Source: an optimization exercise on an open RTL-to-GDS flow (aim: small area and a short achievable clock period). Production flows keep margins and buffers that such runs may drop.
In this exercise RTL edits were held to simulation tests only and were not proved equivalent to the original.
The clock port is modelled as an ideal driver, which makes a skipped or thinned clock tree look cheaper than it is; a real chip needs a root buffer or a tree.

==> indigo <==
## bubble_sort
module bubble_sort
#(
parameter BW = 8,
parameter N = 16
)
(input clk, rstn,
 input [N*BW-1:0] inNum,
 output logic [N*BW-1:0] outNum);
Settings: LEC_CHECK=0, CAP_MARGIN=20, CORE_MARGIN=2, CORE_UTILIZATION=66, PLACE_DENSITY=0.75, SLEW_MARGIN=20; clock period 70.0 ns.
standard.sh (not shown) runs the stock make flow with config.mk's settings and CLKGATE_MAP_FILE= SYNTH_SCRIPT=/design/flow/synth_recipe.tcl, a recipe that flattens the netlist after the stock synthesis.
==> flow/flow/run.sh <==
#!/bin/bash
# The standard layout (standard.sh) with these changes:
#  - synthesis puts flow/cells.v's gate-level modules (sky130 cells) in place of
#    the RTL's x*/y* bit-cell modules before flattening; ABC maps what is left
#    with flow/abc.script;
#  - ports get sky130 buf_1 buffers;
#  - make variables listed in flow/make_args (one per line), e.g. CTS settings;
#  - after CTS, flow/clock_mod.tcl flattens the clock tree to one level of
#    buffers (mode in flow/clock_mode), then the standard flow goes on.
# Each tool's output goes to a log file in this folder (and ORFS's own logs).
set -euo pipefail
W=$(pwd)
MODS=$(grep -o '^module [a-z0-9_]*' flow/cells.v | awk '{print $2}' | tr '\n' ' ')
{
  head -n 1 synth_recipe.tcl
  echo "proc abc {args} { set i [lsearch -exact \$args -script]; if {\$i >= 0} { lset args [expr {\$i + 1}] $W/flow/abc.script }; yosys abc {*}\$args }"
  echo "proc hierarchy {args} {"
  echo "  if {![info exists ::cells_swapped]} {"
  echo "    set ::cells_swapped 1"
  echo "    foreach m {$MODS} { yosys delete \$m }"
  echo "    yosys read_verilog $W/flow/cells.v"
  echo "  }"
  echo "  yosys hierarchy {*}\$args"
  echo "}"
  tail -n +2 synth_recipe.tcl
} > my_synth.tcl
ARGS=()
if [[ -f flow/make_args ]]; then
  while IFS= read -r line; do [[ -n "$line" ]] && ARGS+=("$line"); done < flow/make_args
fi
STD=(SYNTH_SCRIPT=$W/my_synth.tcl "BUFFER_PORTS_ARGS=-buffer_cell sky130_fd_sc_hd__buf_1" "${ARGS[@]}")
bash standard.sh "${STD[@]}" cts > flow_to_cts.log 2>&1
R=$W/orfs/results/$FLOW_PLATFORM/bubble_sort/base
ODB_IN=$R/4_cts.odb ODB_OUT=$R/4_cts.odb CLK_NET=clk CLOCK_MODE=$(cat flow/clock_mode) \
  openroad -no_init -exit flow/clock_mod.tcl > clock_mod.log 2>&1
bash standard.sh "${STD[@]}" finish > flow_finish.log 2>&1
==> flow/flow/clock_mod.tcl <==
read_db $::env(ODB_IN)
set block [ord::get_db_block]
set port_net [$block findNet $::env(CLK_NET)]
set mode $::env(CLOCK_MODE)
set leaves {}
set root ""
set others {}
foreach inst [$block getInsts] {
  set m [[$inst getMaster] getName]
  if {![string match "sky130_fd_sc_hd__clkbuf_*" $m]} { continue }
  set net [[$inst findITerm X] getNet]
  set drives_ff 0
  foreach it [$net getITerms] {
    if {[string match "sky130_fd_sc_hd__df*" [[[$it getInst] getMaster] getName]]} { set drives_ff 1; break }
  }
  if {$drives_ff} {
    lappend leaves $inst
  } elseif {$mode eq "root" && [[[$inst findITerm A] getNet] getName] eq [$port_net getName]} {
    set root $inst
  } else {
    lappend others $inst
  }
}
puts "clock_mod: mode $mode, [llength $leaves] leaf buffers, root [expr {$root eq "" ? "none" : [$root getName]}], [llength $others] buffers removed"
if {$mode eq "direct"} {
  if {[llength $leaves] > 4} { error "clock_mod: [llength $leaves] leaf buffers; the clock port may feed at most 4" }
  set feed $port_net
} else {
  if {$root eq ""} { error "clock_mod: no root buffer" }
  set feed [[$root findITerm X] getNet]
}
foreach inst $others {
  set onet [[$inst findITerm X] getNet]
  odb::dbInst_destroy $inst
  if {$onet ne "NULL" && $onet ne $feed && $onet ne $port_net && [llength [$onet getITerms]] == 0} { odb::dbNet_destroy $onet }
}
foreach inst $leaves {
  set a [$inst findITerm A]
  set old [$a getNet]
  if {$old ne "NULL" && [$old getName] eq [$feed getName]} { continue }
  $a disconnect
  $a connect $feed
  if {$old ne "NULL" && $old ne $port_net && [llength [$old getITerms]] == 0 && [llength [$old getBTerms]] == 0} { odb::dbNet_destroy $old }
}
set n 0
foreach it [$port_net getITerms] { incr n }
puts "clock_mod: the clock port feeds $n cell pins"
write_db $::env(ODB_OUT)
==> flow/flow/clock_mode <==
root
==> flow/flow/make_args <==
CTS_ARGS=-sink_clustering_enable -repair_clock_nets -sink_clustering_size 16 -sink_clustering_max_diameter 60 -buf_list sky130_fd_sc_hd__clkbuf_8 -root_buf sky130_fd_sc_hd__clkbuf_16 -dont_use_dummy_load
Other scripts of this flow, unchanged in this note and not shown: flow/flow/abc.script, flow/flow/cells.v
==> quartz (differences from indigo) <==
==> flow/flow/run.sh (replaced) <==
#!/bin/bash
# The standard layout (standard.sh) with these changes:
#  - synthesis puts flow/cells.v's gate-level modules (sky130 cells) in place of
#    the RTL's x*/y* bit-cell modules before flattening; ABC maps what is left
#    with flow/abc.script;
#  - ports get sky130 buf_1 buffers;
#  - make variables listed in flow/make_args (one per line), e.g. CTS settings.
set -euo pipefail
W=$(pwd)
MODS=$(grep -o '^module [a-z0-9_]*' flow/cells.v | awk '{print $2}' | tr '\n' ' ')
{
  head -n 1 synth_recipe.tcl
  echo "proc abc {args} { set i [lsearch -exact \$args -script]; if {\$i >= 0} { lset args [expr {\$i + 1}] $W/flow/abc.script }; yosys abc {*}\$args }"
  echo "proc hierarchy {args} {"
  echo "  if {![info exists ::cells_swapped]} {"
  echo "    set ::cells_swapped 1"
  echo "    foreach m {$MODS} { yosys delete \$m }"
  echo "    yosys read_verilog $W/flow/cells.v"
  echo "  }"
  echo "  yosys hierarchy {*}\$args"
  echo "}"
  tail -n +2 synth_recipe.tcl
} > my_synth.tcl
ARGS=()
if [[ -f flow/make_args ]]; then
  while IFS= read -r line; do [[ -n "$line" ]] && ARGS+=("$line"); done < flow/make_args
fi
bash standard.sh SYNTH_SCRIPT=$W/my_synth.tcl \
  "BUFFER_PORTS_ARGS=-buffer_cell sky130_fd_sc_hd__buf_1" "${ARGS[@]}" finish > flow.log 2>&1
==> flow/flow/make_args (replaced) <==
CTS_ARGS=-sink_clustering_enable -repair_clock_nets -sink_clustering_size 10 -sink_clustering_max_diameter 40 -buf_list sky130_fd_sc_hd__clkbuf_4 -root_buf sky130_fd_sc_hd__clkbuf_16 -dont_use_dummy_load
- CORE_UTILIZATION: 66 -> 72
- PLACE_DENSITY: 0.75 -> 0.8
removed: flow/flow/clock_mod.tcl
removed: flow/flow/clock_mode
==> comparison table <==
| item | indigo | quartz |
|---|---|---|
| F_max | 66.7 MHz | 66.5 MHz |
| Final Util | 0.735 | 0.812 |
| Worst Skew | 33.4 ps | 57.9 ps |
| WL met3 | 6140 µm | 6680 µm |
| Final Worst Setup Slack | 55000 ps | 54970 ps |
| WHS Endpoint | outNum[127] | outNum[7] |
| HPWL Detailed | 47200 µm | 45200 µm |
| Min Clock Period, post-route | 15000 ps | 15030 ps |
| CTS clock-pin slew for the worst setup and hold paths | 100 ps | 110 ps |
| Wire length of the first global-routing pass | 89700 µm | 87500 µm |
| Worst setup path start | outNum[94] | outNum[91] |
| Arrival time reported for the critical path endpoint | 1000 ps | 1030 ps |
| Routability-driven placement congestion ratio | 0.953 | 1.04 |
| Delay of the slowest cell on the worst path | 350 ps | 370 ps |
| Result of the run | timing/DRC/antenna clean | timing/DRC/antenna clean |
| Worst setup endpoint | outNum[94] | outNum[91] |
| Initial DRC Count | 3268 | 3422 |
| Plain + repair buffers | 256 | 257 |
| Hold_sp | array[87] | array[7] |
| Wire length per cell after detailed routing | 22.1 µm | 21.4 µm |
| Vias in the first global route | 17500 | 17900 |

---

==> run X: inputs <==
==> flow/design.v <==
module cmp_swap
(input  [7:0] a, b,
 output [7:0] lo, hi);
	wire sw = a > b;
	assign lo = sw ? b : a;
	assign hi = sw ? a : b;
endmodule
module bubble_sort
#(
parameter BW = 8,
parameter N = 16
)
(input clk, rstn,
 input [N*BW-1:0] inNum,
 output logic [N*BW-1:0] outNum);
logic [N*BW-1:0] array;
always @(posedge clk) begin
	array <= inNum;
end
wire [7:0] s1_0, s1_13;
cmp_swap u1_0_13 (.a(array[7:0]), .b(array[111:104]), .lo(s1_0), .hi(s1_13));
wire [7:0] s1_1, s1_12;
cmp_swap u1_1_12 (.a(array[15:8]), .b(array[103:96]), .lo(s1_1), .hi(s1_12));
wire [7:0] s1_2, s1_15;
cmp_swap u1_2_15 (.a(array[23:16]), .b(array[127:120]), .lo(s1_2), .hi(s1_15));
wire [7:0] s1_3, s1_14;
cmp_swap u1_3_14 (.a(array[31:24]), .b(array[119:112]), .lo(s1_3), .hi(s1_14));
wire [7:0] s1_4, s1_8;
cmp_swap u1_4_8 (.a(array[39:32]), .b(array[71:64]), .lo(s1_4), .hi(s1_8));
wire [7:0] s1_5, s1_6;
cmp_swap u1_5_6 (.a(array[47:40]), .b(array[55:48]), .lo(s1_5), .hi(s1_6));
wire [7:0] s1_7, s1_11;
cmp_swap u1_7_11 (.a(array[63:56]), .b(array[95:88]), .lo(s1_7), .hi(s1_11));
wire [7:0] s1_9, s1_10;
cmp_swap u1_9_10 (.a(array[79:72]), .b(array[87:80]), .lo(s1_9), .hi(s1_10));
wire [7:0] s2_0, s2_5;
cmp_swap u2_0_5 (.a(s1_0), .b(s1_5), .lo(s2_0), .hi(s2_5));
wire [7:0] s2_1, s2_7;
cmp_swap u2_1_7 (.a(s1_1), .b(s1_7), .lo(s2_1), .hi(s2_7));
wire [7:0] s2_2, s2_9;
cmp_swap u2_2_9 (.a(s1_2), .b(s1_9), .lo(s2_2), .hi(s2_9));
wire [7:0] s2_3, s2_4;
cmp_swap u2_3_4 (.a(s1_3), .b(s1_4), .lo(s2_3), .hi(s2_4));
wire [7:0] s2_6, s2_13;
cmp_swap u2_6_13 (.a(s1_6), .b(s1_13), .lo(s2_6), .hi(s2_13));
wire [7:0] s2_8, s2_14;
cmp_swap u2_8_14 (.a(s1_8), .b(s1_14), .lo(s2_8), .hi(s2_14));
wire [7:0] s2_10, s2_15;
cmp_swap u2_10_15 (.a(s1_10), .b(s1_15), .lo(s2_10), .hi(s2_15));
wire [7:0] s2_11, s2_12;
cmp_swap u2_11_12 (.a(s1_11), .b(s1_12), .lo(s2_11), .hi(s2_12));
wire [7:0] s3_0, s3_1;
cmp_swap u3_0_1 (.a(s2_0), .b(s2_1), .lo(s3_0), .hi(s3_1));
wire [7:0] s3_2, s3_3;
cmp_swap u3_2_3 (.a(s2_2), .b(s2_3), .lo(s3_2), .hi(s3_3));
wire [7:0] s3_4, s3_5;
cmp_swap u3_4_5 (.a(s2_4), .b(s2_5), .lo(s3_4), .hi(s3_5));
wire [7:0] s3_6, s3_8;
cmp_swap u3_6_8 (.a(s2_6), .b(s2_8), .lo(s3_6), .hi(s3_8));
wire [7:0] s3_7, s3_9;
cmp_swap u3_7_9 (.a(s2_7), .b(s2_9), .lo(s3_7), .hi(s3_9));
wire [7:0] s3_10, s3_11;
cmp_swap u3_10_11 (.a(s2_10), .b(s2_11), .lo(s3_10), .hi(s3_11));
wire [7:0] s3_12, s3_13;
cmp_swap u3_12_13 (.a(s2_12), .b(s2_13), .lo(s3_12), .hi(s3_13));
wire [7:0] s3_14, s3_15;
cmp_swap u3_14_15 (.a(s2_14), .b(s2_15), .lo(s3_14), .hi(s3_15));
wire [7:0] s4_0, s4_2;
cmp_swap u4_0_2 (.a(s3_0), .b(s3_2), .lo(s4_0), .hi(s4_2));
wire [7:0] s4_1, s4_3;
cmp_swap u4_1_3 (.a(s3_1), .b(s3_3), .lo(s4_1), .hi(s4_3));
wire [7:0] s4_4, s4_10;
cmp_swap u4_4_10 (.a(s3_4), .b(s3_10), .lo(s4_4), .hi(s4_10));
wire [7:0] s4_5, s4_11;
cmp_swap u4_5_11 (.a(s3_5), .b(s3_11), .lo(s4_5), .hi(s4_11));
wire [7:0] s4_6, s4_7;
cmp_swap u4_6_7 (.a(s3_6), .b(s3_7), .lo(s4_6), .hi(s4_7));
wire [7:0] s4_8, s4_9;
cmp_swap u4_8_9 (.a(s3_8), .b(s3_9), .lo(s4_8), .hi(s4_9));
wire [7:0] s4_12, s4_14;
cmp_swap u4_12_14 (.a(s3_12), .b(s3_14), .lo(s4_12), .hi(s4_14));
wire [7:0] s4_13, s4_15;
cmp_swap u4_13_15 (.a(s3_13), .b(s3_15), .lo(s4_13), .hi(s4_15));
wire [7:0] s5_1, s5_2;
cmp_swap u5_1_2 (.a(s4_1), .b(s4_2), .lo(s5_1), .hi(s5_2));
wire [7:0] s5_3, s5_12;
cmp_swap u5_3_12 (.a(s4_3), .b(s4_12), .lo(s5_3), .hi(s5_12));
wire [7:0] s5_4, s5_6;
cmp_swap u5_4_6 (.a(s4_4), .b(s4_6), .lo(s5_4), .hi(s5_6));
wire [7:0] s5_5, s5_7;
cmp_swap u5_5_7 (.a(s4_5), .b(s4_7), .lo(s5_5), .hi(s5_7));
wire [7:0] s5_8, s5_10;
cmp_swap u5_8_10 (.a(s4_8), .b(s4_10), .lo(s5_8), .hi(s5_10));
wire [7:0] s5_9, s5_11;
cmp_swap u5_9_11 (.a(s4_9), .b(s4_11), .lo(s5_9), .hi(s5_11));
wire [7:0] s5_13, s5_14;
cmp_swap u5_13_14 (.a(s4_13), .b(s4_14), .lo(s5_13), .hi(s5_14));
wire [7:0] s6_1, s6_4;
cmp_swap u6_1_4 (.a(s5_1), .b(s5_4), .lo(s6_1), .hi(s6_4));
wire [7:0] s6_2, s6_6;
cmp_swap u6_2_6 (.a(s5_2), .b(s5_6), .lo(s6_2), .hi(s6_6));
wire [7:0] s6_5, s6_8;
cmp_swap u6_5_8 (.a(s5_5), .b(s5_8), .lo(s6_5), .hi(s6_8));
wire [7:0] s6_7, s6_10;
cmp_swap u6_7_10 (.a(s5_7), .b(s5_10), .lo(s6_7), .hi(s6_10));
wire [7:0] s6_9, s6_13;
cmp_swap u6_9_13 (.a(s5_9), .b(s5_13), .lo(s6_9), .hi(s6_13));
wire [7:0] s6_11, s6_14;
cmp_swap u6_11_14 (.a(s5_11), .b(s5_14), .lo(s6_11), .hi(s6_14));
wire [7:0] s7_2, s7_4;
cmp_swap u7_2_4 (.a(s6_2), .b(s6_4), .lo(s7_2), .hi(s7_4));
wire [7:0] s7_3, s7_6;
cmp_swap u7_3_6 (.a(s5_3), .b(s6_6), .lo(s7_3), .hi(s7_6));
wire [7:0] s7_9, s7_12;
cmp_swap u7_9_12 (.a(s6_9), .b(s5_12), .lo(s7_9), .hi(s7_12));
wire [7:0] s7_11, s7_13;
cmp_swap u7_11_13 (.a(s6_11), .b(s6_13), .lo(s7_11), .hi(s7_13));
wire [7:0] s8_3, s8_5;
cmp_swap u8_3_5 (.a(s7_3), .b(s6_5), .lo(s8_3), .hi(s8_5));
wire [7:0] s8_6, s8_8;
cmp_swap u8_6_8 (.a(s7_6), .b(s6_8), .lo(s8_6), .hi(s8_8));
wire [7:0] s8_7, s8_9;
cmp_swap u8_7_9 (.a(s6_7), .b(s7_9), .lo(s8_7), .hi(s8_9));
wire [7:0] s8_10, s8_12;
cmp_swap u8_10_12 (.a(s6_10), .b(s7_12), .lo(s8_10), .hi(s8_12));
wire [7:0] s9_3, s9_4;
cmp_swap u9_3_4 (.a(s8_3), .b(s7_4), .lo(s9_3), .hi(s9_4));
wire [7:0] s9_5, s9_6;
cmp_swap u9_5_6 (.a(s8_5), .b(s8_6), .lo(s9_5), .hi(s9_6));
wire [7:0] s9_7, s9_8;
cmp_swap u9_7_8 (.a(s8_7), .b(s8_8), .lo(s9_7), .hi(s9_8));
wire [7:0] s9_9, s9_10;
cmp_swap u9_9_10 (.a(s8_9), .b(s8_10), .lo(s9_9), .hi(s9_10));
wire [7:0] s9_11, s9_12;
cmp_swap u9_11_12 (.a(s7_11), .b(s8_12), .lo(s9_11), .hi(s9_12));
wire [7:0] s10_6, s10_7;
cmp_swap u10_6_7 (.a(s9_6), .b(s9_7), .lo(s10_6), .hi(s10_7));
wire [7:0] s10_8, s10_9;
cmp_swap u10_8_9 (.a(s9_8), .b(s9_9), .lo(s10_8), .hi(s10_9));
always @(posedge clk) begin
	outNum <= {s4_15, s6_14, s7_13, s9_12, s9_11, s9_10, s10_9, s10_8, s10_7, s10_6, s9_5, s9_4, s9_3, s7_2, s6_1, s4_0};
end
endmodule
==> flow/run.sh <==
#!/bin/bash
# synth_recipe.tcl (not shown) runs the flow's synth.tcl, then flattens the netlist and writes it again
# the make line also repeats each setting of config.mk as NAME=value (left out here)
make -C /OpenROAD-flow-scripts/flow DESIGN_CONFIG=/design/flow/config.mk WORK_HOME=/design/flow/orfs CLKGATE_MAP_FILE= SYNTH_SCRIPT=/design/flow/synth_recipe.tcl finish
==> flow/config.mk <==
export PLATFORM = sky130hd
export DESIGN_NAME = bubble_sort
export DESIGN_NICKNAME = bubble_sort
export VERILOG_FILES = /design/flow/design.v
export SDC_FILE = /design/flow/constraint.sdc
export NUM_CORES = 4
export LEC_CHECK = 0
export ABC_AREA = 1
export CAP_MARGIN = 20
export CORE_MARGIN = 2
export CORE_UTILIZATION = 45
export PLACE_DENSITY = 0.6
export SLEW_MARGIN = 20
==> flow/constraint.sdc <==
create_clock -name core_clock -period 70.0 [get_ports {clk}]
set_input_delay 14.0000 -clock core_clock [delete_from_list [all_inputs] [get_ports {clk}]]
set_output_delay 14.0000 -clock core_clock [all_outputs]
set_load 0.01 [all_outputs]
==> run C (differences from run X) <==
Settings changed: ABC_AREA 1 to default.
==> comparison <==
First-iteration DRC count: run C is smaller than run X (about 8%).
Against run C, the non-clock buffer count of run X is lower by 27.
Of run X and run C, run C has the higher area after synthesis (gap about 6.6%, measured against run C).
Run X finished with timing, DRC and antenna clean. Run C finished clean.
Of run X and run C, run C has the higher clock skew (gap 4.2 ps).
Against run C, the cell count of run X is larger by 15%.
In run C the die area is higher than in run X, by about 7%.
Between run C and run X, the lower count of clock-buffer cells in the layout is in run X (gap 5).
Setup slack: run C is lower than run X (5700 ps).

-- separate check: timing with driven ports --
Ports are ideal in the flow. The routed layouts listed here were re-timed in OpenROAD. Step 1, drivers: a clkbuf_16 drives clk and a buf_2 each remaining input, both assumed. Step 2 times the ports against the registers' clock, not the clock port: input delays grow and output delays shrink by t, the midpoint of the rising clock arrivals with the driver on. Three values: ideal ports, drivers, drivers and shift; two values: the first two.
| run | t (ns) | setup slack, ns | clock arrival spread, ns | slew at the worst register clock pin (ns) |
|---|---|---|---|---|
| indigo | 0.505 | 54.998 / 54.946 / 55.451 | 0.034 / 0.034 | 0.11 / 0.11 |
| quartz | 0.533 | 54.971 / 54.916 / 55.449 | 0.060 / 0.061 | 0.11 / 0.11 |
| run X | 0.627 | 51.563 / 51.563 / 51.563 | 0.021 / 0.022 | 0.06 / 0.06 |
| run C | 0.637 | 45.829 / 45.829 / 45.829 | 0.030 / 0.029 | 0.06 / 0.06 |
After both steps setup and hold are still met in every run listed.
